This design comes from an exercise in tuning for small area and a short achievable clock period on the open sky130 flow, not from production work.
Function was checked by simulation only, so behaviour that the tests miss may differ from the original.

==> flow/design.v (outline; a module is shown in full before it is edited, if it fits) <==
// module day1_solver: 921 lines
// module fa3: 4 lines
// module ha2: 4 lines
module day1_solver #(
    parameter W = 8
) (
    input wire clk,
    input wire reset,
    input wire valid_in,
    input wire [W*17-1:0] flat_data,
    input wire [W-1:0] valid_mask,
    output wire [31:0] part1_count,
    output wire [31:0] part2_count
);
  // ...
==> flow/flow/run.sh <==
#!/bin/bash
# Layout flow: the standard flow (standard.sh, with config.mk's settings),
# with two changes to how the layout is made:
#  - the port buffers use the smallest buffer cell (sky130_fd_sc_hd__buf_1)
#    rather than the delay buffer buffer_ports picks; every input and output
#    port still gets its own buffer;
#  - the timing repair aims for 31.2 ns of setup slack (a shorter achieved
#    period), instead of 0. The clock period and constraints are unchanged.
# The make output is kept in standard_flow.log; ORFS keeps each step's log
# under orfs/logs/.
set -euo pipefail
bash standard.sh "BUFFER_PORTS_ARGS=-buffer_cell sky130_fd_sc_hd__buf_1" \
  SETUP_SLACK_MARGIN=31.2 finish > standard_flow.log 2>&1
==> flow/standard.sh <==
#!/bin/bash
# synth_recipe.tcl (not shown) runs the flow's synth.tcl, then flattens the netlist and writes it again
# the make line also repeats each setting of config.mk as NAME=value (left out here)
make -C /OpenROAD-flow-scripts/flow DESIGN_CONFIG=/design/flow/config.mk WORK_HOME=/design/flow/orfs CLKGATE_MAP_FILE= SYNTH_SCRIPT=/design/flow/synth_recipe.tcl "${@:-finish}"
==> flow/config.mk <==
export PLATFORM = sky130hd
export DESIGN_NAME = day1_solver
export DESIGN_NICKNAME = day1_solver
export VERILOG_FILES = /design/flow/design.v
export SDC_FILE = /design/flow/constraint.sdc
export NUM_CORES = 4
export LEC_CHECK = 0
export CAP_MARGIN = 20
export CORE_MARGIN = 2
export CORE_UTILIZATION = 40
export CTS_BUF_LIST = sky130_fd_sc_hd__clkbuf_8
export SLEW_MARGIN = 20
export SYNTH_HIERARCHICAL = 1
==> flow/constraint.sdc <==
create_clock -name core_clock -period 50.0 [get_ports {clk}]
set_input_delay 10.0000 -clock core_clock [delete_from_list [all_inputs] [get_ports {clk}]]
set_output_delay 10.0000 -clock core_clock [all_outputs]
set_load 0.01 [all_outputs]
==> run summary, run 1 <==
Cells and area:
- Clock tree buffers and inverters occupy 2.002% of the routed design's cell area.
- The design has 125 sequential cells.
- The number of clock buffer instances in the layout is 18.
- In the layout the commonest cells are fa_1 (261), buf_1 (193), ha_1 (132).
- The flip-flop and latch share of the layout cell area is 14.60%.
- The number of multi-input logic gates is 1402.

Die:
- The core region is 42890 sq um.
- For this floorplan the total number of well-tap instances is 585.

Clock network:
- The clock buffer count from CTS is 17.
- The H-tree level count is 4.
- TritonCTS built the clock tree.
- The buffers inserted during post-CTS setup optimization is 4.

Critical path:
- The category of the critical setup timing path is primary input to register.
- STA classifies the critical path endpoint as a register.
- Following the worst setup path forward leads to its endpoint at pm[6].
- Setup slack on the worst reg-to-reg path comes out at 39.93 ns.
- The critical path launch point is flat_data[25].
- The endpoint arrival time on the critical path is 18.98 ns.
- The critical-path maximum fanout is 6.

Yosys:
- The part of the Yosys area used for sequential elements is 16.55%.
- The top-area cell type share of the netlist area is 31.44%.
- The XOR/XNOR share of the synthesized area is 9.594%.
- For this run, the number of Yosys warnings is 7.
- The most frequently used cell type in the post-synthesis netlist is fa_1.

Global route:
- The number of antenna violations at the first check in global routing is 2.
- The met3 track demand over resource is 2.674%.
- The total grt overflow is 0.
- For met1 alone, demand over resource in global routing was 27.21%.

Run:
- The max-capacitance violation count is 0.

Min path:
- For hold timing, the worst endpoint is tot1[31].

STA:
- The final hold slack is 0.4599 ns.
- The shortest period the worst path allows is 18.64 ns.
- Once routing completed, OpenROAD measured the worst setup slack at 31.36 ns.

Placed design:
- The half-perimeter wire length of the detailed placement result is 38950 um.
- The global placer's final weighted congestion is 0.9133.

Status:
- The flow ran to the end and the layout has no timing, DRC or antenna violations.

Drt:
- The detail-routed via count per cell is 5.310.
- Wire segments on met2 add up to 22440 um in the final route.
==> run 2, diff against run 1 <==
--- a/flow/design.v
+++ b/flow/design.v
@@ -642,17 +642,43 @@
     wire t_479, t_480;
     fa3 ut_479 (.a(t_478), .b(f41[6]), .c(t_475), .s(t_479), .co(t_480));
     wire t_481 = t_477 ^ f41[5];
     wire t_482 = t_477 | f41[5];
     wire t_483 = f41[6] ^ t_482;
     wire t_484 = f41[6] | t_482;
     wire [12:0] y = {1'b1, ~t_483, t_480, t_479, t_470, t_463, t_454, t_453, t_432, t_431, t_416, t_394, t_374} + {t_484, 1'b0, ~t_481, 1'b0, t_474, t_469, t_462, 1'b0, t_442, 1'b0, 1'b0, t_396, t_376};
     wire zm = (pm == 7'd0);
-    wire [8:0] ou1 = {1'b0, 1'b0, pm[6], pm[5], pm[4], pm[3], pm[2], pm[1], pm[0]} + {1'b0, 1'b0, rbq4[6], rbq4[5], rbq4[4], rbq4[3], rbq4[2], rbq4[1], rbq4[0]};
+    wire [8:0] ou1_p = {1'b0, 1'b0, pm[6], pm[5], pm[4], pm[3], pm[2], pm[1], pm[0]} ^ {1'b0, 1'b0, rbq4[6], rbq4[5], rbq4[4], rbq4[3], rbq4[2], rbq4[1], rbq4[0]};
+    wire [8:0] ou1_g = {1'b0, 1'b0, pm[6], pm[5], pm[4], pm[3], pm[2], pm[1], pm[0]} & {1'b0, 1'b0, rbq4[6], rbq4[5], rbq4[4], rbq4[3], rbq4[2], rbq4[1], rbq4[0]};
+    wire ou1_G1 = ou1_g[1] | (ou1_p[1] & ou1_g[0]);
+    wire ou1_P1 = ou1_p[1] & ou1_p[0];
+    wire ou1_G2 = ou1_g[3] | (ou1_p[3] & ou1_g[2]);
+    wire ou1_P2 = ou1_p[3] & ou1_p[2];
+    wire ou1_G3 = ou1_g[5] | (ou1_p[5] & ou1_g[4]);
+    wire ou1_P3 = ou1_p[5] & ou1_p[4];
+    wire ou1_G4 = ou1_g[7] | (ou1_p[7] & ou1_g[6]);
+    wire ou1_P4 = ou1_p[7] & ou1_p[6];
+    wire ou1_G5 = ou1_G2 | (ou1_P2 & ou1_G1);
+    wire ou1_P5 = ou1_P2 & ou1_P1;
+    wire ou1_G6 = ou1_G4 | (ou1_P4 & ou1_G3);
+    wire ou1_P6 = ou1_P4 & ou1_P3;
+    wire ou1_G7 = ou1_G6 | (ou1_P6 & ou1_G5);
+    wire ou1_P7 = ou1_P6 & ou1_P5;
+    wire ou1_G8 = ou1_G3 | (ou1_P3 & ou1_G5);
+    wire ou1_P8 = ou1_P3 & ou1_P5;
+    wire ou1_G9 = ou1_g[2] | (ou1_p[2] & ou1_G1);
+    wire ou1_P9 = ou1_p[2] & ou1_P1;
+    wire ou1_G10 = ou1_g[4] | (ou1_p[4] & ou1_G5);
+    wire ou1_P10 = ou1_p[4] & ou1_P5;
+    wire ou1_G11 = ou1_g[6] | (ou1_p[6] & ou1_G8);
+    wire ou1_P11 = ou1_p[6] & ou1_P8;
+    wire ou1_G12 = ou1_g[8] | (ou1_p[8] & ou1_G7);
+    wire ou1_P12 = ou1_p[8] & ou1_P7;
+    wire [8:0] ou1 = {ou1_p[8] ^ ou1_G7, ou1_p[7] ^ ou1_G11, ou1_p[6] ^ ou1_G8, ou1_p[5] ^ ou1_G10, ou1_p[4] ^ ou1_G5, ou1_p[3] ^ ou1_G9, ou1_p[2] ^ ou1_G1, ou1_p[1] ^ ou1_g[0], ou1_p[0]};
     wire ot1_1 = (ou1[8] | (ou1[7] | (ou1[6] & (ou1[5] & (ou1[4] | (ou1[3] | ou1[2]))))));
     wire ot1_2 = 1'b0;
     wire ot1_3 = 1'b0;
     wire ot1_4 = 1'b0;
     wire oz1 = (~ou1[0] & ~ou1[1] & ~ou1[2] & ~ou1[3] & ~ou1[4] & ~ou1[5] & ~ou1[6] & ~ou1[7] & ~ou1[8]) | (~ou1[0] & ~ou1[1] & ou1[2] & ~ou1[3] & ~ou1[4] & ou1[5] & ou1[6] & ~ou1[7] & ~ou1[8]);
     wire ok0 = (ot1_1 & ~1'b0);
     wire oc0 = dirq4 ? ok0 : (~zm & (~ok0 | oz1));
     wire t_485, t_486;
@@ -664,17 +690,43 @@
     wire t_491, t_492;
     fa3 ut_491 (.a(pm[3]), .b(rbq4[3]), .c(rbq5[3]), .s(t_491), .co(t_492));
     wire t_493, t_494;
     fa3 ut_493 (.a(pm[4]), .b(rbq4[4]), .c(rbq5[4]), .s(t_493), .co(t_494));
     wire t_495, t_496;
     fa3 ut_495 (.a(pm[5]), .b(rbq4[5]), .c(rbq5[5]), .s(t_495), .co(t_496));
     wire t_497, t_498;
     fa3 ut_497 (.a(pm[6]), .b(rbq4[6]), .c(rbq5[6]), .s(t_497), .co(t_498));
-    wire [8:0] ou2 = {1'b0, t_498, t_496, t_494, t_492, t_490, t_488, t_486, t_485} + {1'b0, 1'b0, t_497, t_495, t_493, t_491, t_489, t_487, 1'b0};
+    wire [8:0] ou2_p = {1'b0, t_498, t_496, t_494, t_492, t_490, t_488, t_486, t_485} ^ {1'b0, 1'b0, t_497, t_495, t_493, t_491, t_489, t_487, 1'b0};
+    wire [8:0] ou2_g = {1'b0, t_498, t_496, t_494, t_492, t_490, t_488, t_486, t_485} & {1'b0, 1'b0, t_497, t_495, t_493, t_491, t_489, t_487, 1'b0};
+    wire ou2_G1 = ou2_g[1] | (ou2_p[1] & ou2_g[0]);
+    wire ou2_P1 = ou2_p[1] & ou2_p[0];
+    wire ou2_G2 = ou2_g[3] | (ou2_p[3] & ou2_g[2]);
+    wire ou2_P2 = ou2_p[3] & ou2_p[2];
+    wire ou2_G3 = ou2_g[5] | (ou2_p[5] & ou2_g[4]);
+    wire ou2_P3 = ou2_p[5] & ou2_p[4];
+    wire ou2_G4 = ou2_g[7] | (ou2_p[7] & ou2_g[6]);
+    wire ou2_P4 = ou2_p[7] & ou2_p[6];
+    wire ou2_G5 = ou2_G2 | (ou2_P2 & ou2_G1);
+    wire ou2_P5 = ou2_P2 & ou2_P1;
+    wire ou2_G6 = ou2_G4 | (ou2_P4 & ou2_G3);
+    wire ou2_P6 = ou2_P4 & ou2_P3;
+    wire ou2_G7 = ou2_G6 | (ou2_P6 & ou2_G5);
+    wire ou2_P7 = ou2_P6 & ou2_P5;
+    wire ou2_G8 = ou2_G3 | (ou2_P3 & ou2_G5);
+    wire ou2_P8 = ou2_P3 & ou2_P5;
+    wire ou2_G9 = ou2_g[2] | (ou2_p[2] & ou2_G1);
+    wire ou2_P9 = ou2_p[2] & ou2_P1;
+    wire ou2_G10 = ou2_g[4] | (ou2_p[4] & ou2_G5);
+    wire ou2_P10 = ou2_p[4] & ou2_P5;
+    wire ou2_G11 = ou2_g[6] | (ou2_p[6] & ou2_G8);
+    wire ou2_P11 = ou2_p[6] & ou2_P8;
+    wire ou2_G12 = ou2_g[8] | (ou2_p[8] & ou2_G7);
+    wire ou2_P12 = ou2_p[8] & ou2_P7;
+    wire [8:0] ou2 = {ou2_p[8] ^ ou2_G7, ou2_p[7] ^ ou2_G11, ou2_p[6] ^ ou2_G8, ou2_p[5] ^ ou2_G10, ou2_p[4] ^ ou2_G5, ou2_p[3] ^ ou2_G9, ou2_p[2] ^ ou2_G1, ou2_p[1] ^ ou2_g[0], ou2_p[0]};
     wire ot2_1 = (ou2[8] | (ou2[7] | (ou2[6] & (ou2[5] & (ou2[4] | (ou2[3] | ou2[2]))))));
     wire ot2_2 = (ou2[8] | (ou2[7] & (ou2[6] & (ou2[5] | (ou2[4] | ou2[3])))));
     wire ot2_3 = 1'b0;
     wire ot2_4 = 1'b0;
     wire oz2 = (~ou2[0] & ~ou2[1] & ~ou2[2] & ~ou2[3] & ~ou2[4] & ~ou2[5] & ~ou2[6] & ~ou2[7] & ~ou2[8]) | (~ou2[0] & ~ou2[1] & ou2[2] & ~ou2[3] & ~ou2[4] & ou2[5] & ou2[6] & ~ou2[7] & ~ou2[8]) | (~ou2[0] & ~ou2[1] & ~ou2[2] & ou2[3] & ~ou2[4] & ~ou2[5] & ou2[6] & ou2[7] & ~ou2[8]);
     wire ok1 = (ot2_1 & ~ot1_1) | (ot2_2 & ~ot1_2);
     wire oc1 = dirq5 ? ok1 : (~oz1 & (~ok1 | oz2));
     wire t_499, t_500;
@@ -684,17 +736,43 @@
     wire t_503, t_504;
     fa3 ut_503 (.a(rbq6[3]), .b(t_490), .c(t_491), .s(t_503), .co(t_504));
     wire t_505, t_506;
     fa3 ut_505 (.a(rbq6[4]), .b(t_492), .c(t_493), .s(t_505), .co(t_506));
     wire t_507, t_508;
     fa3 ut_507 (.a(rbq6[5]), .b(t_494), .c(t_495), .s(t_507), .co(t_508));
     wire t_509, t_510;
     fa3 ut_509 (.a(rbq6[6]), .b(t_496), .c(t_497), .s(t_509), .co(t_510));
-    wire [8:0] ou3 = {1'b0, t_498, t_508, t_506, t_504, t_502, t_500, t_499, t_485} + {1'b0, t_510, t_509, t_507, t_505, t_503, t_501, 1'b0, rbq6[0]};
+    wire [8:0] ou3_p = {1'b0, t_498, t_508, t_506, t_504, t_502, t_500, t_499, t_485} ^ {1'b0, t_510, t_509, t_507, t_505, t_503, t_501, 1'b0, rbq6[0]};
+    wire [8:0] ou3_g = {1'b0, t_498, t_508, t_506, t_504, t_502, t_500, t_499, t_485} & {1'b0, t_510, t_509, t_507, t_505, t_503, t_501, 1'b0, rbq6[0]};
+    wire ou3_G1 = ou3_g[1] | (ou3_p[1] & ou3_g[0]);
+    wire ou3_P1 = ou3_p[1] & ou3_p[0];
+    wire ou3_G2 = ou3_g[3] | (ou3_p[3] & ou3_g[2]);
+    wire ou3_P2 = ou3_p[3] & ou3_p[2];
+    wire ou3_G3 = ou3_g[5] | (ou3_p[5] & ou3_g[4]);
+    wire ou3_P3 = ou3_p[5] & ou3_p[4];
+    wire ou3_G4 = ou3_g[7] | (ou3_p[7] & ou3_g[6]);
+    wire ou3_P4 = ou3_p[7] & ou3_p[6];
+    wire ou3_G5 = ou3_G2 | (ou3_P2 & ou3_G1);
+    wire ou3_P5 = ou3_P2 & ou3_P1;
+    wire ou3_G6 = ou3_G4 | (ou3_P4 & ou3_G3);
+    wire ou3_P6 = ou3_P4 & ou3_P3;
+    wire ou3_G7 = ou3_G6 | (ou3_P6 & ou3_G5);
+    wire ou3_P7 = ou3_P6 & ou3_P5;
+    wire ou3_G8 = ou3_G3 | (ou3_P3 & ou3_G5);
+    wire ou3_P8 = ou3_P3 & ou3_P5;
+    wire ou3_G9 = ou3_g[2] | (ou3_p[2] & ou3_G1);
+    wire ou3_P9 = ou3_p[2] & ou3_P1;
+    wire ou3_G10 = ou3_g[4] | (ou3_p[4] & ou3_G5);
+    wire ou3_P10 = ou3_p[4] & ou3_P5;
+    wire ou3_G11 = ou3_g[6] | (ou3_p[6] & ou3_G8);
+    wire ou3_P11 = ou3_p[6] & ou3_P8;
+    wire ou3_G12 = ou3_g[8] | (ou3_p[8] & ou3_G7);
+    wire ou3_P12 = ou3_p[8] & ou3_P7;
+    wire [8:0] ou3 = {ou3_p[8] ^ ou3_G7, ou3_p[7] ^ ou3_G11, ou3_p[6] ^ ou3_G8, ou3_p[5] ^ ou3_G10, ou3_p[4] ^ ou3_G5, ou3_p[3] ^ ou3_G9, ou3_p[2] ^ ou3_G1, ou3_p[1] ^ ou3_g[0], ou3_p[0]};
     wire ot3_1 = (ou3[8] | (ou3[7] | (ou3[6] & (ou3[5] & (ou3[4] | (ou3[3] | ou3[2]))))));
     wire ot3_2 = (ou3[8] | (ou3[7] & (ou3[6] & (ou3[5] | (ou3[4] | ou3[3])))));
     wire ot3_3 = (ou3[8] & (ou3[7] | (ou3[6] | (ou3[5] & (ou3[4] | (ou3[3] & ou3[2]))))));
     wire ot3_4 = 1'b0;
     wire oz3 = (~ou3[0] & ~ou3[1] & ~ou3[2] & ~ou3[3] & ~ou3[4] & ~ou3[5] & ~ou3[6] & ~ou3[7] & ~ou3[8]) | (~ou3[0] & ~ou3[1] & ou3[2] & ~ou3[3] & ~ou3[4] & ou3[5] & ou3[6] & ~ou3[7] & ~ou3[8]) | (~ou3[0] & ~ou3[1] & ~ou3[2] & ou3[3] & ~ou3[4] & ~ou3[5] & ou3[6] & ou3[7] & ~ou3[8]) | (~ou3[0] & ~ou3[1] & ou3[2] & ou3[3] & ~ou3[4] & ou3[5] & ~ou3[6] & ~ou3[7] & ou3[8]);
     wire ok2 = (ot3_1 & ~ot2_1) | (ot3_2 & ~ot2_2) | (ot3_3 & ~ot2_3);
     wire oc2 = dirq6 ? ok2 : (~oz2 & (~ok2 | oz3));
     wire t_511, t_512;
@@ -708,30 +786,82 @@
     wire t_519, t_520;
     fa3 ut_519 (.a(rbq7[4]), .b(t_504), .c(t_505), .s(t_519), .co(t_520));
     wire t_521, t_522;
     fa3 ut_521 (.a(rbq7[5]), .b(t_506), .c(t_507), .s(t_521), .co(t_522));
     wire t_523, t_524;
     fa3 ut_523 (.a(rbq7[6]), .b(t_508), .c(t_509), .s(t_523), .co(t_524));
     wire t_525, t_526;
     fa3 ut_525 (.a(t_498), .b(t_510), .c(t_524), .s(t_525), .co(t_526));
-    wire [8:0] ou4 = {t_526, t_525, t_522, t_520, t_518, t_516, t_514, t_513, t_511} + {1'b0, 1'b0, t_523, t_521, t_519, t_517, t_515, 1'b0, 1'b0};
+    wire [8:0] ou4_p = {t_526, t_525, t_522, t_520, t_518, t_516, t_514, t_513, t_511} ^ {1'b0, 1'b0, t_523, t_521, t_519, t_517, t_515, 1'b0, 1'b0};
+    wire [8:0] ou4_g = {t_526, t_525, t_522, t_520, t_518, t_516, t_514, t_513, t_511} & {1'b0, 1'b0, t_523, t_521, t_519, t_517, t_515, 1'b0, 1'b0};
+    wire ou4_G1 = ou4_g[1] | (ou4_p[1] & ou4_g[0]);
+    wire ou4_P1 = ou4_p[1] & ou4_p[0];
+    wire ou4_G2 = ou4_g[3] | (ou4_p[3] & ou4_g[2]);
+    wire ou4_P2 = ou4_p[3] & ou4_p[2];
+    wire ou4_G3 = ou4_g[5] | (ou4_p[5] & ou4_g[4]);
+    wire ou4_P3 = ou4_p[5] & ou4_p[4];
+    wire ou4_G4 = ou4_g[7] | (ou4_p[7] & ou4_g[6]);
+    wire ou4_P4 = ou4_p[7] & ou4_p[6];
+    wire ou4_G5 = ou4_G2 | (ou4_P2 & ou4_G1);
+    wire ou4_P5 = ou4_P2 & ou4_P1;
+    wire ou4_G6 = ou4_G4 | (ou4_P4 & ou4_G3);
+    wire ou4_P6 = ou4_P4 & ou4_P3;
+    wire ou4_G7 = ou4_G6 | (ou4_P6 & ou4_G5);
+    wire ou4_P7 = ou4_P6 & ou4_P5;
+    wire ou4_G8 = ou4_G3 | (ou4_P3 & ou4_G5);
+    wire ou4_P8 = ou4_P3 & ou4_P5;
+    wire ou4_G9 = ou4_g[2] | (ou4_p[2] & ou4_G1);
+    wire ou4_P9 = ou4_p[2] & ou4_P1;
+    wire ou4_G10 = ou4_g[4] | (ou4_p[4] & ou4_G5);
+    wire ou4_P10 = ou4_p[4] & ou4_P5;
+    wire ou4_G11 = ou4_g[6] | (ou4_p[6] & ou4_G8);
+    wire ou4_P11 = ou4_p[6] & ou4_P8;
+    wire ou4_G12 = ou4_g[8] | (ou4_p[8] & ou4_G7);
+    wire ou4_P12 = ou4_p[8] & ou4_P7;
+    wire [8:0] ou4 = {ou4_p[8] ^ ou4_G7, ou4_p[7] ^ ou4_G11, ou4_p[6] ^ ou4_G8, ou4_p[5] ^ ou4_G10, ou4_p[4] ^ ou4_G5, ou4_p[3] ^ ou4_G9, ou4_p[2] ^ ou4_G1, ou4_p[1] ^ ou4_g[0], ou4_p[0]};
     wire ot4_1 = (ou4[8] | (ou4[7] | (ou4[6] & (ou4[5] & (ou4[4] | (ou4[3] | ou4[2]))))));
     wire ot4_2 = (ou4[8] | (ou4[7] & (ou4[6] & (ou4[5] | (ou4[4] | ou4[3])))));
     wire ot4_3 = (ou4[8] & (ou4[7] | (ou4[6] | (ou4[5] & (ou4[4] | (ou4[3] & ou4[2]))))));
     wire ot4_4 = (ou4[8] & (ou4[7] & (ou4[6] | (ou4[5] | ou4[4]))));
     wire oz4 = (~ou4[0] & ~ou4[1] & ~ou4[2] & ~ou4[3] & ~ou4[4] & ~ou4[5] & ~ou4[6] & ~ou4[7] & ~ou4[8]) | (~ou4[0] & ~ou4[1] & ou4[2] & ~ou4[3] & ~ou4[4] & ou4[5] & ou4[6] & ~ou4[7] & ~ou4[8]) | (~ou4[0] & ~ou4[1] & ~ou4[2] & ou4[3] & ~ou4[4] & ~ou4[5] & ou4[6] & ou4[7] & ~ou4[8]) | (~ou4[0] & ~ou4[1] & ou4[2] & ou4[3] & ~ou4[4] & ou4[5] & ~ou4[6] & ~ou4[7] & ou4[8]) | (~ou4[0] & ~ou4[1] & ~ou4[2] & ~ou4[3] & ou4[4] & ~ou4[5] & ~ou4[6] & ou4[7] & ou4[8]);
     wire ok3 = (ot4_1 & ~ot3_1) | (ot4_2 & ~ot3_2) | (ot4_3 & ~ot3_3) | (ot4_4 & ~ot3_4);
     wire oc3 = dirq7 ? ok3 : (~oz3 & (~ok3 | oz4));
     wire [4:0] okf = {((ot4_3 & ~ot4_4) | (ot4_4)), ((ot4_2 & ~ot4_3) | (ot4_4)), ((ot4_1 & ~ot4_2) | (ot4_2 & ~ot4_3) | (ot4_3 & ~ot4_4) | (ot4_4)), ((ot4_1 & ~ot4_2) | (ot4_2 & ~ot4_3)), ((ot4_1 & ~ot4_2) | (ot4_3 & ~ot4_4))};
     wire [4:0] oph = {ou4[6], ou4[5], ou4[4], ou4[3], ou4[2]} + {okf[4], okf[3], okf[2], okf[1], okf[0]};
     wire [6:0] opf = {oph, ou4[1:0]};
     wire [6:0] pc = vld ? opf : pm;
     wire zc = (pc == 7'd0);
-    wire [8:0] iu1 = {1'b0, 1'b0, pc[6], pc[5], pc[4], pc[3], pc[2], pc[1], pc[0]} + {1'b0, 1'b0, rb0[6], rb0[5], rb0[4], rb0[3], rb0[2], rb0[1], rb0[0]};
+    wire [8:0] iu1_p = {1'b0, 1'b0, pc[6], pc[5], pc[4], pc[3], pc[2], pc[1], pc[0]} ^ {1'b0, 1'b0, rb0[6], rb0[5], rb0[4], rb0[3], rb0[2], rb0[1], rb0[0]};
+    wire [8:0] iu1_g = {1'b0, 1'b0, pc[6], pc[5], pc[4], pc[3], pc[2], pc[1], pc[0]} & {1'b0, 1'b0, rb0[6], rb0[5], rb0[4], rb0[3], rb0[2], rb0[1], rb0[0]};
+    wire iu1_G1 = iu1_g[1] | (iu1_p[1] & iu1_g[0]);
+    wire iu1_P1 = iu1_p[1] & iu1_p[0];
+    wire iu1_G2 = iu1_g[3] | (iu1_p[3] & iu1_g[2]);
+    wire iu1_P2 = iu1_p[3] & iu1_p[2];
+    wire iu1_G3 = iu1_g[5] | (iu1_p[5] & iu1_g[4]);
+    wire iu1_P3 = iu1_p[5] & iu1_p[4];
+    wire iu1_G4 = iu1_g[7] | (iu1_p[7] & iu1_g[6]);
+    wire iu1_P4 = iu1_p[7] & iu1_p[6];
+    wire iu1_G5 = iu1_G2 | (iu1_P2 & iu1_G1);
+    wire iu1_P5 = iu1_P2 & iu1_P1;
+    wire iu1_G6 = iu1_G4 | (iu1_P4 & iu1_G3);
+    wire iu1_P6 = iu1_P4 & iu1_P3;
+    wire iu1_G7 = iu1_G6 | (iu1_P6 & iu1_G5);
+    wire iu1_P7 = iu1_P6 & iu1_P5;
+    wire iu1_G8 = iu1_G3 | (iu1_P3 & iu1_G5);
+    wire iu1_P8 = iu1_P3 & iu1_P5;
+    wire iu1_G9 = iu1_g[2] | (iu1_p[2] & iu1_G1);
+    wire iu1_P9 = iu1_p[2] & iu1_P1;
+    wire iu1_G10 = iu1_g[4] | (iu1_p[4] & iu1_G5);
+    wire iu1_P10 = iu1_p[4] & iu1_P5;
+    wire iu1_G11 = iu1_g[6] | (iu1_p[6] & iu1_G8);
+    wire iu1_P11 = iu1_p[6] & iu1_P8;
+    wire iu1_G12 = iu1_g[8] | (iu1_p[8] & iu1_G7);
+    wire iu1_P12 = iu1_p[8] & iu1_P7;
+    wire [8:0] iu1 = {iu1_p[8] ^ iu1_G7, iu1_p[7] ^ iu1_G11, iu1_p[6] ^ iu1_G8, iu1_p[5] ^ iu1_G10, iu1_p[4] ^ iu1_G5, iu1_p[3] ^ iu1_G9, iu1_p[2] ^ iu1_G1, iu1_p[1] ^ iu1_g[0], iu1_p[0]};
     wire it1_1 = (iu1[8] | (iu1[7] | (iu1[6] & (iu1[5] & (iu1[4] | (iu1[3] | iu1[2]))))));
     wire it1_2 = 1'b0;
     wire it1_3 = 1'b0;
     wire it1_4 = 1'b0;
     wire iz1 = (~iu1[0] & ~iu1[1] & ~iu1[2] & ~iu1[3] & ~iu1[4] & ~iu1[5] & ~iu1[6] & ~iu1[7] & ~iu1[8]) | (~iu1[0] & ~iu1[1] & iu1[2] & ~iu1[3] & ~iu1[4] & iu1[5] & iu1[6] & ~iu1[7] & ~iu1[8]);
     wire ik0 = (it1_1 & ~1'b0);
     wire ic0 = dir0 ? ik0 : (~zc & (~ik0 | iz1));
     wire t_527, t_528;
@@ -743,17 +873,43 @@
     wire t_533, t_534;
     fa3 ut_533 (.a(pc[3]), .b(rb0[3]), .c(rb1[3]), .s(t_533), .co(t_534));
     wire t_535, t_536;
     fa3 ut_535 (.a(pc[4]), .b(rb0[4]), .c(rb1[4]), .s(t_535), .co(t_536));
     wire t_537, t_538;
     fa3 ut_537 (.a(pc[5]), .b(rb0[5]), .c(rb1[5]), .s(t_537), .co(t_538));
     wire t_539, t_540;
     fa3 ut_539 (.a(pc[6]), .b(rb0[6]), .c(rb1[6]), .s(t_539), .co(t_540));
-    wire [8:0] iu2 = {1'b0, t_540, t_538, t_536, t_534, t_532, t_530, t_528, t_527} + {1'b0, 1'b0, t_539, t_537, t_535, t_533, t_531, t_529, 1'b0};
+    wire [8:0] iu2_p = {1'b0, t_540, t_538, t_536, t_534, t_532, t_530, t_528, t_527} ^ {1'b0, 1'b0, t_539, t_537, t_535, t_533, t_531, t_529, 1'b0};
+    wire [8:0] iu2_g = {1'b0, t_540, t_538, t_536, t_534, t_532, t_530, t_528, t_527} & {1'b0, 1'b0, t_539, t_537, t_535, t_533, t_531, t_529, 1'b0};
+    wire iu2_G1 = iu2_g[1] | (iu2_p[1] & iu2_g[0]);
+    wire iu2_P1 = iu2_p[1] & iu2_p[0];
+    wire iu2_G2 = iu2_g[3] | (iu2_p[3] & iu2_g[2]);
+    wire iu2_P2 = iu2_p[3] & iu2_p[2];
+    wire iu2_G3 = iu2_g[5] | (iu2_p[5] & iu2_g[4]);
+    wire iu2_P3 = iu2_p[5] & iu2_p[4];
+    wire iu2_G4 = iu2_g[7] | (iu2_p[7] & iu2_g[6]);
+    wire iu2_P4 = iu2_p[7] & iu2_p[6];
+    wire iu2_G5 = iu2_G2 | (iu2_P2 & iu2_G1);
+    wire iu2_P5 = iu2_P2 & iu2_P1;
+    wire iu2_G6 = iu2_G4 | (iu2_P4 & iu2_G3);
+    wire iu2_P6 = iu2_P4 & iu2_P3;
+    wire iu2_G7 = iu2_G6 | (iu2_P6 & iu2_G5);
+    wire iu2_P7 = iu2_P6 & iu2_P5;
+    wire iu2_G8 = iu2_G3 | (iu2_P3 & iu2_G5);
+    wire iu2_P8 = iu2_P3 & iu2_P5;
+    wire iu2_G9 = iu2_g[2] | (iu2_p[2] & iu2_G1);
+    wire iu2_P9 = iu2_p[2] & iu2_P1;
+    wire iu2_G10 = iu2_g[4] | (iu2_p[4] & iu2_G5);
+    wire iu2_P10 = iu2_p[4] & iu2_P5;
+    wire iu2_G11 = iu2_g[6] | (iu2_p[6] & iu2_G8);
+    wire iu2_P11 = iu2_p[6] & iu2_P8;
+    wire iu2_G12 = iu2_g[8] | (iu2_p[8] & iu2_G7);
+    wire iu2_P12 = iu2_p[8] & iu2_P7;
+    wire [8:0] iu2 = {iu2_p[8] ^ iu2_G7, iu2_p[7] ^ iu2_G11, iu2_p[6] ^ iu2_G8, iu2_p[5] ^ iu2_G10, iu2_p[4] ^ iu2_G5, iu2_p[3] ^ iu2_G9, iu2_p[2] ^ iu2_G1, iu2_p[1] ^ iu2_g[0], iu2_p[0]};
     wire it2_1 = (iu2[8] | (iu2[7] | (iu2[6] & (iu2[5] & (iu2[4] | (iu2[3] | iu2[2]))))));
     wire it2_2 = (iu2[8] | (iu2[7] & (iu2[6] & (iu2[5] | (iu2[4] | iu2[3])))));
     wire it2_3 = 1'b0;
     wire it2_4 = 1'b0;
     wire iz2 = (~iu2[0] & ~iu2[1] & ~iu2[2] & ~iu2[3] & ~iu2[4] & ~iu2[5] & ~iu2[6] & ~iu2[7] & ~iu2[8]) | (~iu2[0] & ~iu2[1] & iu2[2] & ~iu2[3] & ~iu2[4] & iu2[5] & iu2[6] & ~iu2[7] & ~iu2[8]) | (~iu2[0] & ~iu2[1] & ~iu2[2] & iu2[3] & ~iu2[4] & ~iu2[5] & iu2[6] & iu2[7] & ~iu2[8]);
     wire ik1 = (it2_1 & ~it1_1) | (it2_2 & ~it1_2);
     wire ic1 = dir1 ? ik1 : (~iz1 & (~ik1 | iz2));
     wire t_541, t_542;
@@ -763,17 +919,43 @@
     wire t_545, t_546;
     fa3 ut_545 (.a(rb2[3]), .b(t_532), .c(t_533), .s(t_545), .co(t_546));
     wire t_547, t_548;
     fa3 ut_547 (.a(rb2[4]), .b(t_534), .c(t_535), .s(t_547), .co(t_548));
     wire t_549, t_550;
     fa3 ut_549 (.a(rb2[5]), .b(t_536), .c(t_537), .s(t_549), .co(t_550));
     wire t_551, t_552;
     fa3 ut_551 (.a(rb2[6]), .b(t_538), .c(t_539), .s(t_551), .co(t_552));
-    wire [8:0] iu3 = {1'b0, t_540, t_550, t_548, t_546, t_544, t_542, t_541, t_527} + {1'b0, t_552, t_551, t_549, t_547, t_545, t_543, 1'b0, rb2[0]};
+    wire [8:0] iu3_p = {1'b0, t_540, t_550, t_548, t_546, t_544, t_542, t_541, t_527} ^ {1'b0, t_552, t_551, t_549, t_547, t_545, t_543, 1'b0, rb2[0]};
+    wire [8:0] iu3_g = {1'b0, t_540, t_550, t_548, t_546, t_544, t_542, t_541, t_527} & {1'b0, t_552, t_551, t_549, t_547, t_545, t_543, 1'b0, rb2[0]};
+    wire iu3_G1 = iu3_g[1] | (iu3_p[1] & iu3_g[0]);
+    wire iu3_P1 = iu3_p[1] & iu3_p[0];
+    wire iu3_G2 = iu3_g[3] | (iu3_p[3] & iu3_g[2]);
+    wire iu3_P2 = iu3_p[3] & iu3_p[2];
+    wire iu3_G3 = iu3_g[5] | (iu3_p[5] & iu3_g[4]);
+    wire iu3_P3 = iu3_p[5] & iu3_p[4];
+    wire iu3_G4 = iu3_g[7] | (iu3_p[7] & iu3_g[6]);
+    wire iu3_P4 = iu3_p[7] & iu3_p[6];
+    wire iu3_G5 = iu3_G2 | (iu3_P2 & iu3_G1);
+    wire iu3_P5 = iu3_P2 & iu3_P1;
+    wire iu3_G6 = iu3_G4 | (iu3_P4 & iu3_G3);
+    wire iu3_P6 = iu3_P4 & iu3_P3;
+    wire iu3_G7 = iu3_G6 | (iu3_P6 & iu3_G5);
+    wire iu3_P7 = iu3_P6 & iu3_P5;
+    wire iu3_G8 = iu3_G3 | (iu3_P3 & iu3_G5);
+    wire iu3_P8 = iu3_P3 & iu3_P5;
+    wire iu3_G9 = iu3_g[2] | (iu3_p[2] & iu3_G1);
+    wire iu3_P9 = iu3_p[2] & iu3_P1;
+    wire iu3_G10 = iu3_g[4] | (iu3_p[4] & iu3_G5);
+    wire iu3_P10 = iu3_p[4] & iu3_P5;
+    wire iu3_G11 = iu3_g[6] | (iu3_p[6] & iu3_G8);
+    wire iu3_P11 = iu3_p[6] & iu3_P8;
+    wire iu3_G12 = iu3_g[8] | (iu3_p[8] & iu3_G7);
+    wire iu3_P12 = iu3_p[8] & iu3_P7;
+    wire [8:0] iu3 = {iu3_p[8] ^ iu3_G7, iu3_p[7] ^ iu3_G11, iu3_p[6] ^ iu3_G8, iu3_p[5] ^ iu3_G10, iu3_p[4] ^ iu3_G5, iu3_p[3] ^ iu3_G9, iu3_p[2] ^ iu3_G1, iu3_p[1] ^ iu3_g[0], iu3_p[0]};
     wire it3_1 = (iu3[8] | (iu3[7] | (iu3[6] & (iu3[5] & (iu3[4] | (iu3[3] | iu3[2]))))));
     wire it3_2 = (iu3[8] | (iu3[7] & (iu3[6] & (iu3[5] | (iu3[4] | iu3[3])))));
     wire it3_3 = (iu3[8] & (iu3[7] | (iu3[6] | (iu3[5] & (iu3[4] | (iu3[3] & iu3[2]))))));
     wire it3_4 = 1'b0;
     wire iz3 = (~iu3[0] & ~iu3[1] & ~iu3[2] & ~iu3[3] & ~iu3[4] & ~iu3[5] & ~iu3[6] & ~iu3[7] & ~iu3[8]) | (~iu3[0] & ~iu3[1] & iu3[2] & ~iu3[3] & ~iu3[4] & iu3[5] & iu3[6] & ~iu3[7] & ~iu3[8]) | (~iu3[0] & ~iu3[1] & ~iu3[2] & iu3[3] & ~iu3[4] & ~iu3[5] & iu3[6] & iu3[7] & ~iu3[8]) | (~iu3[0] & ~iu3[1] & iu3[2] & iu3[3] & ~iu3[4] & iu3[5] & ~iu3[6] & ~iu3[7] & iu3[8]);
     wire ik2 = (it3_1 & ~it2_1) | (it3_2 & ~it2_2) | (it3_3 & ~it2_3);
     wire ic2 = dir2 ? ik2 : (~iz2 & (~ik2 | iz3));
     wire t_553, t_554;
@@ -787,17 +969,43 @@
     wire t_561, t_562;
     fa3 ut_561 (.a(rb3[4]), .b(t_546), .c(t_547), .s(t_561), .co(t_562));
     wire t_563, t_564;
     fa3 ut_563 (.a(rb3[5]), .b(t_548), .c(t_549), .s(t_563), .co(t_564));
     wire t_565, t_566;
     fa3 ut_565 (.a(rb3[6]), .b(t_550), .c(t_551), .s(t_565), .co(t_566));
     wire t_567, t_568;
     fa3 ut_567 (.a(t_540), .b(t_552), .c(t_566), .s(t_567), .co(t_568));
-    wire [8:0] iu4 = {t_568, t_567, t_564, t_562, t_560, t_558, t_556, t_555, t_553} + {1'b0, 1'b0, t_565, t_563, t_561, t_559, t_557, 1'b0, 1'b0};
+    wire [8:0] iu4_p = {t_568, t_567, t_564, t_562, t_560, t_558, t_556, t_555, t_553} ^ {1'b0, 1'b0, t_565, t_563, t_561, t_559, t_557, 1'b0, 1'b0};
+    wire [8:0] iu4_g = {t_568, t_567, t_564, t_562, t_560, t_558, t_556, t_555, t_553} & {1'b0, 1'b0, t_565, t_563, t_561, t_559, t_557, 1'b0, 1'b0};
+    wire iu4_G1 = iu4_g[1] | (iu4_p[1] & iu4_g[0]);
+    wire iu4_P1 = iu4_p[1] & iu4_p[0];
+    wire iu4_G2 = iu4_g[3] | (iu4_p[3] & iu4_g[2]);
+    wire iu4_P2 = iu4_p[3] & iu4_p[2];
+    wire iu4_G3 = iu4_g[5] | (iu4_p[5] & iu4_g[4]);
+    wire iu4_P3 = iu4_p[5] & iu4_p[4];
+    wire iu4_G4 = iu4_g[7] | (iu4_p[7] & iu4_g[6]);
+    wire iu4_P4 = iu4_p[7] & iu4_p[6];
+    wire iu4_G5 = iu4_G2 | (iu4_P2 & iu4_G1);
+    wire iu4_P5 = iu4_P2 & iu4_P1;
+    wire iu4_G6 = iu4_G4 | (iu4_P4 & iu4_G3);
+    wire iu4_P6 = iu4_P4 & iu4_P3;
+    wire iu4_G7 = iu4_G6 | (iu4_P6 & iu4_G5);
+    wire iu4_P7 = iu4_P6 & iu4_P5;
+    wire iu4_G8 = iu4_G3 | (iu4_P3 & iu4_G5);
+    wire iu4_P8 = iu4_P3 & iu4_P5;
+    wire iu4_G9 = iu4_g[2] | (iu4_p[2] & iu4_G1);
+    wire iu4_P9 = iu4_p[2] & iu4_P1;
+    wire iu4_G10 = iu4_g[4] | (iu4_p[4] & iu4_G5);
+    wire iu4_P10 = iu4_p[4] & iu4_P5;
+    wire iu4_G11 = iu4_g[6] | (iu4_p[6] & iu4_G8);
+    wire iu4_P11 = iu4_p[6] & iu4_P8;
+    wire iu4_G12 = iu4_g[8] | (iu4_p[8] & iu4_G7);
+    wire iu4_P12 = iu4_p[8] & iu4_P7;
+    wire [8:0] iu4 = {iu4_p[8] ^ iu4_G7, iu4_p[7] ^ iu4_G11, iu4_p[6] ^ iu4_G8, iu4_p[5] ^ iu4_G10, iu4_p[4] ^ iu4_G5, iu4_p[3] ^ iu4_G9, iu4_p[2] ^ iu4_G1, iu4_p[1] ^ iu4_g[0], iu4_p[0]};
     wire it4_1 = (iu4[8] | (iu4[7] | (iu4[6] & (iu4[5] & (iu4[4] | (iu4[3] | iu4[2]))))));
     wire it4_2 = (iu4[8] | (iu4[7] & (iu4[6] & (iu4[5] | (iu4[4] | iu4[3])))));
     wire it4_3 = (iu4[8] & (iu4[7] | (iu4[6] | (iu4[5] & (iu4[4] | (iu4[3] & iu4[2]))))));
     wire it4_4 = (iu4[8] & (iu4[7] & (iu4[6] | (iu4[5] | iu4[4]))));
     wire iz4 = (~iu4[0] & ~iu4[1] & ~iu4[2] & ~iu4[3] & ~iu4[4] & ~iu4[5] & ~iu4[6] & ~iu4[7] & ~iu4[8]) | (~iu4[0] & ~iu4[1] & iu4[2] & ~iu4[3] & ~iu4[4] & iu4[5] & iu4[6] & ~iu4[7] & ~iu4[8]) | (~iu4[0] & ~iu4[1] & ~iu4[2] & iu4[3] & ~iu4[4] & ~iu4[5] & iu4[6] & iu4[7] & ~iu4[8]) | (~iu4[0] & ~iu4[1] & iu4[2] & iu4[3] & ~iu4[4] & iu4[5] & ~iu4[6] & ~iu4[7] & iu4[8]) | (~iu4[0] & ~iu4[1] & ~iu4[2] & ~iu4[3] & iu4[4] & ~iu4[5] & ~iu4[6] & iu4[7] & iu4[8]);
     wire ik3 = (it4_1 & ~it3_1) | (it4_2 & ~it3_2) | (it4_3 & ~it3_3) | (it4_4 & ~it3_4);
     wire ic3 = dir3 ? ik3 : (~iz3 & (~ik3 | iz4));
     wire [4:0] ikf = {((it4_3 & ~it4_4) | (it4_4)), ((it4_2 & ~it4_3) | (it4_4)), ((it4_1 & ~it4_2) | (it4_2 & ~it4_3) | (it4_3 & ~it4_4) | (it4_4)), ((it4_1 & ~it4_2) | (it4_2 & ~it4_3)), ((it4_1 & ~it4_2) | (it4_3 & ~it4_4))};
==> run 2 against run 1 <==
Net effect:
- synthesized area fell by 4.0%
- synthesized cell count fell by 7.6%
- highest routed layer is now met4
- non-clock buffer count rose by 6
- critical path depth fell by 2
- first-iteration DRC count fell by 10%
- sequential share of layout area rose by 0.60 points
- utilization rose by 0.34 points
- setup slack improved by 0.11 ns
- wire length fell by 8.0%
==> run summary, run 2 <==
Status:
- Run status: timing/DRC/antenna clean (unchanged).

STA:
- The final count of hold timing violations came to 0 (unchanged).
- The highest clock rate is 53.98 MHz (was 53.66 MHz).
- The shortest period the worst path allows came to 18.53 ns (was 18.64 ns).
- The sum of negative setup slack is 0 ns (unchanged).
- The number of setup violations in the final report came to 0 (unchanged).
- The slew of the pin with the lowest slew margin is 1.023 ns (was 0.8438 ns).
- The relative slew slack came to 31.08% (was 43.60%).
- The setup skew after layout is 0.01768 ns (was 0.01979 ns).
- The count of final max-slew check failures is 0 (unchanged).
- The fraction of the cycle the final worst path needs is 37.05% (was 37.27%).
- Unrepaired setup endpoints after global routing: false (was true).

Yosys:
- The top-area cell type share of the netlist area is 35.30% (was 31.44%).
- Synth top cells by count: fa_1 (293), ha_1 (130), inv_1 (120) (was fa_1 (272), ha_1 (137), xnor2_1 (128)).
- The most frequently used cell type in the post-synthesis netlist is fa_1 (unchanged).
- The cell count after synthesis was 1547 (was 1675).
- The total number of yosys warnings was 7 (unchanged).
- The number of flops mapped to enable cells by yosys was 0 (unchanged).
- The proportion of register bits with asynchronous set or reset after synthesis is 57.60% (unchanged).
- The mapped cell area is 16620 sq um (was 17320 sq um).
- The synthesis-stage register bit count is 125 (unchanged).
- The number of distinct library cells after synthesis was 80 (was 98).
- The main flop type after synthesis is dfrtp_1 (unchanged).
- The part of the Yosys area used for sequential elements came to 17.25% (was 16.55%).
- The synthesized net count was 2117 (was 2231).
- The largest area contributor in the synthesized netlist is fa_1 (unchanged).
- Main area contributors after synthesis: fa_1 (35%), dfrtp_1 (10%), ha_1 (9.8%) (was fa_1 (31%), dfrtp_1 (10%), ha_1 (9.9%)).
- The average footprint of a synthesized cell was 10.74 sq um (was 10.34 sq um).

Cells and area:
- The final non-filler cell total was 2318 (was 2493).
- The area growth from synthesis to final layout is 13.56% (was 13.34%).
- The most common library cell in the layout ignoring fill and taps is fa_1 (unchanged).
- The number of diodes is 0 (was 2).
- The total number of nets in the final design came to 2343 (was 2449).
- Leading registers by flop count: tot1: 32 flops, tot2: 32 flops, yq: 13 flops (unchanged).
- Highest-count cells in the layout ignoring fill and taps: fa_1 (272), buf_1 (190), ha_1 (127) (was fa_1 (261), buf_1 (193), ha_1 (132)).
- The share of cells above drive strength 1 is 10.36% (was 9.496%).

Die:
- The starting density of the core was 40.61% (was 40.38%).
- The overall die height came to 207.8 um (was 212.1 um).
- The floorplan die width is 207.8 um (was 212.1 um).
- The die area is 43190 sq um (was 44980 sq um).
- The count of standard-cell rows is 74 (was 76).
- The core area came to 40920 sq um (was 42890 sq um).
- The count of boundary I/O pins is 211 (unchanged).

Min path:
- The worst min-delay path category is register to register (unchanged).

Drt:
- The initial DRC count is 656 (was 729).
- The number of design rule violations left after detail routing is 0 (unchanged).
- The number of iterations in the first detailed-routing pass is 5 (unchanged).
- The detail-routed via count per cell was 5.188 (was 5.310).
- The remaining antenna violation count came to 0 (unchanged).
- The number of vias after detailed routing came to 12026 (was 13238).
- The routed wire length per instance is 17.84 um (was 18.02 um).
- The final wirelength is 41350 um (was 44940 um).

Global route:
- The total grt overflow is 0 (unchanged).
- The largest net degree at the start of global routing is 73 (unchanged).
- The wire length of the first global-routing pass came to 67120 um (was 71950 um).
- The aggregate global-route resource usage is 19.41% (was 20.56%).
- The via count of the first global-routing pass came to 12586 (was 13641).
- The number of antenna violations at the first check in global routing came to 0 (was 2).

Clock network:
- The TritonCTS clock tree is built (unchanged).
- The quantity of hold-fixing buffers added after cts was 0 (unchanged).
- The number of clock sinks seen by CTS is 125 (unchanged).
- The H-tree level count is 4 (unchanged).
- The clock buffer count from CTS is 17 (unchanged).
- The register clock-pin slew on the reported worst setup and hold paths was 0.09 ns (was 0.08 ns).
- The maximum clock insertion buffer count is 2 (unchanged).
- The buffer type at the clock tree root is clkbuf_8 (unchanged).
- The insertion delay of the later-clocked pin in the worst-skew pair is 0.45 ns (was 0.46 ns).

Placed design:
- The half-perimeter wire length of the detailed placement result is 35780 um (was 38950 um).
- The count of port buffers added during placement is 202 (unchanged).
- The placed instance count is 2257 (was 2439).
- The global placer's final weighted congestion is 0.9116 (was 0.9133).

Run:
- The max-capacitance violation count is 0 (unchanged).

Critical path:
- The type of destination of the critical path is a register (unchanged).
- The standard cell with the maximum stage delay on the critical path is fa_2 (unchanged).
- The family with the most delay on the worst path is adder cells (unchanged).
- The critical-path maximum fanout is 6 (unchanged).
- The longest individual stage delay on the worst path is 0.62 ns (was 0.64 ns).
- The data required time at the worst endpoint is 50.32 ns (was 50.35 ns).
- The sum of buffers and inverters on the critical path came to 4 (unchanged).
- The endpoint arrival time on the critical path came to 18.85 ns (was 18.98 ns).
- The most repeated library cell on the critical path is fa_1 (was fa_2).
- The kind of start point of the critical path is a primary input (unchanged).
- The category of the critical setup timing path is primary input to register (unchanged).
[run 2: cell types whose count changed after synthesis, moves of 8 or more]
cell,previous run,this run
nor3_1,47,32
o21a_1,29,10
o21ai_0,56,46
fa_1,272,293
a211oi_1,20,7
xnor2_1,128,116
and2_1,43,35
[run 2: worst paths after layout]
path | from | endpoint | slack (ns) | cells past startpoint
worst min-delay path | tot1[31] | tot1[31] | 0.48 | 1
worst max-delay path | flat_data[8] | pm[6] | 31.47 | 35
worst max register to register | pm[2] | pm[6] | 39.58 | 40
min in group asynchronous | reset | tot1[31] | 9.82 | 3
worst min register to register | tot1[31] | tot1[31] | 0.48 | 1
max in group asynchronous | reset | pm[2] | 39.53 | 3
[run 2: logic make-up (layout without fill, tap and decap cells)]
kind of cell / Yosys count / in the layout / synth area share, %
flip-flops: 125 / 125 / 17.25
XOR/XNOR: 177 / 177 / 9.592
adder cells (fa/ha/maj): 423 / 423 / 45.08
AND/OR/NAND/NOR: 387 / 388 / 12.29
buffers and inverters: 146 / 384 / 3.584
AO/OA/AOI/OAI: 273 / 273 / 11.15
multiplexers: 16 / 16 / 1.054
[run 2: worst reg2reg max path: cells and delay by family, from the launching register on]
| family | cells | cell delay [ns] |
|---|---|---|
| flops | 1 | 0.45 |
| compound gates | 9 | 1.12 |
| fa+ha+maj | 14 | 5.86 |
| simple gates | 7 | 1.02 |
| mux | 2 | 0.92 |
| xor+xnor | 4 | 0.63 |
| buf+inv | 4 | 0.29 |
[run 2: modules after synthesis (local to each module, per instance)]
module,flip-flops and latches,times used,cells inside,area [sq um]
ha2,0,21,1,12.51
fa3,0,260,1,20.02
day1_solver,125,1,1266,11150
[run 2: area by class of cell]
cell class | count | area [sq um]
Sequential cell | 125 | 2869
Clock buffer | 17 | 234.0
Fill cell | 3908 | 22050
Inverter | 121 | 454.2
Multi-Input combinational cell | 1277 | 13520
Tap cell | 532 | 665.6
Timing Repair Buffer | 231 | 988.4
Clock inverter | 15 | 137.6
[run 2: through the flow]
stage	hold WS [ns]	instance area, sq um	setup slack, ns	utilization (%)
floorplan	0.4778	16630	31.26	-
global placement	0.4574	17920	30.23	43.78
detailed placement	0.4602	17920	30.11	43.78
CTS	0.4804	18480	31.21	45.16
global route	0.4954	18870	31.13	46.11
finish	0.4769	18870	31.47	46.11
[run 2: metal layers]
layer,global-route usage (%),part of all wire [%]
met1,27.02,47
met2,32.09,47
met3,2.511,3.8
met4,4.940,2.2
met5,0,0
[run 2: what timing repair did]
item / in CTS / in global routing
buffers inserted: 13 / 15
pin swaps: 8 / 25
endpoints found under the setup margin: 27 / 31
resized for setup: 25 / 66
cloned: 0 / 1

## afterwards: timing with drivers on the ports
No port has a modelled driver above. Below, the same layouts with a new extraction and two added sets of constraints. Step 1, drivers: a clkbuf_16 drives clk and a buf_2 each remaining input, both assumed. Step 2 times the ports against the registers' clock, not the clock port: input delays grow and output delays shrink by t, the midpoint of the rising clock arrivals with the driver on. a / b / c = no drivers / after step 1 / after step 2; a / b = the first two.
run	t, ns	setup slack, ns	worst setup path after step 2	slew at the worst register clock pin (ns)	cell pins on the clock port's net
run 1	0.492	31.365 / 31.376 / 30.884	input to register	0.09 / 0.09	1
run 2	0.484	31.474 / 31.443 / 31.013	input to register	0.09 / 0.09	1
After both steps setup and hold are still met in every run listed. The setup slack of run 1, which loses most, moves by +0.011 ns with the drivers and by -0.481 ns with both steps.
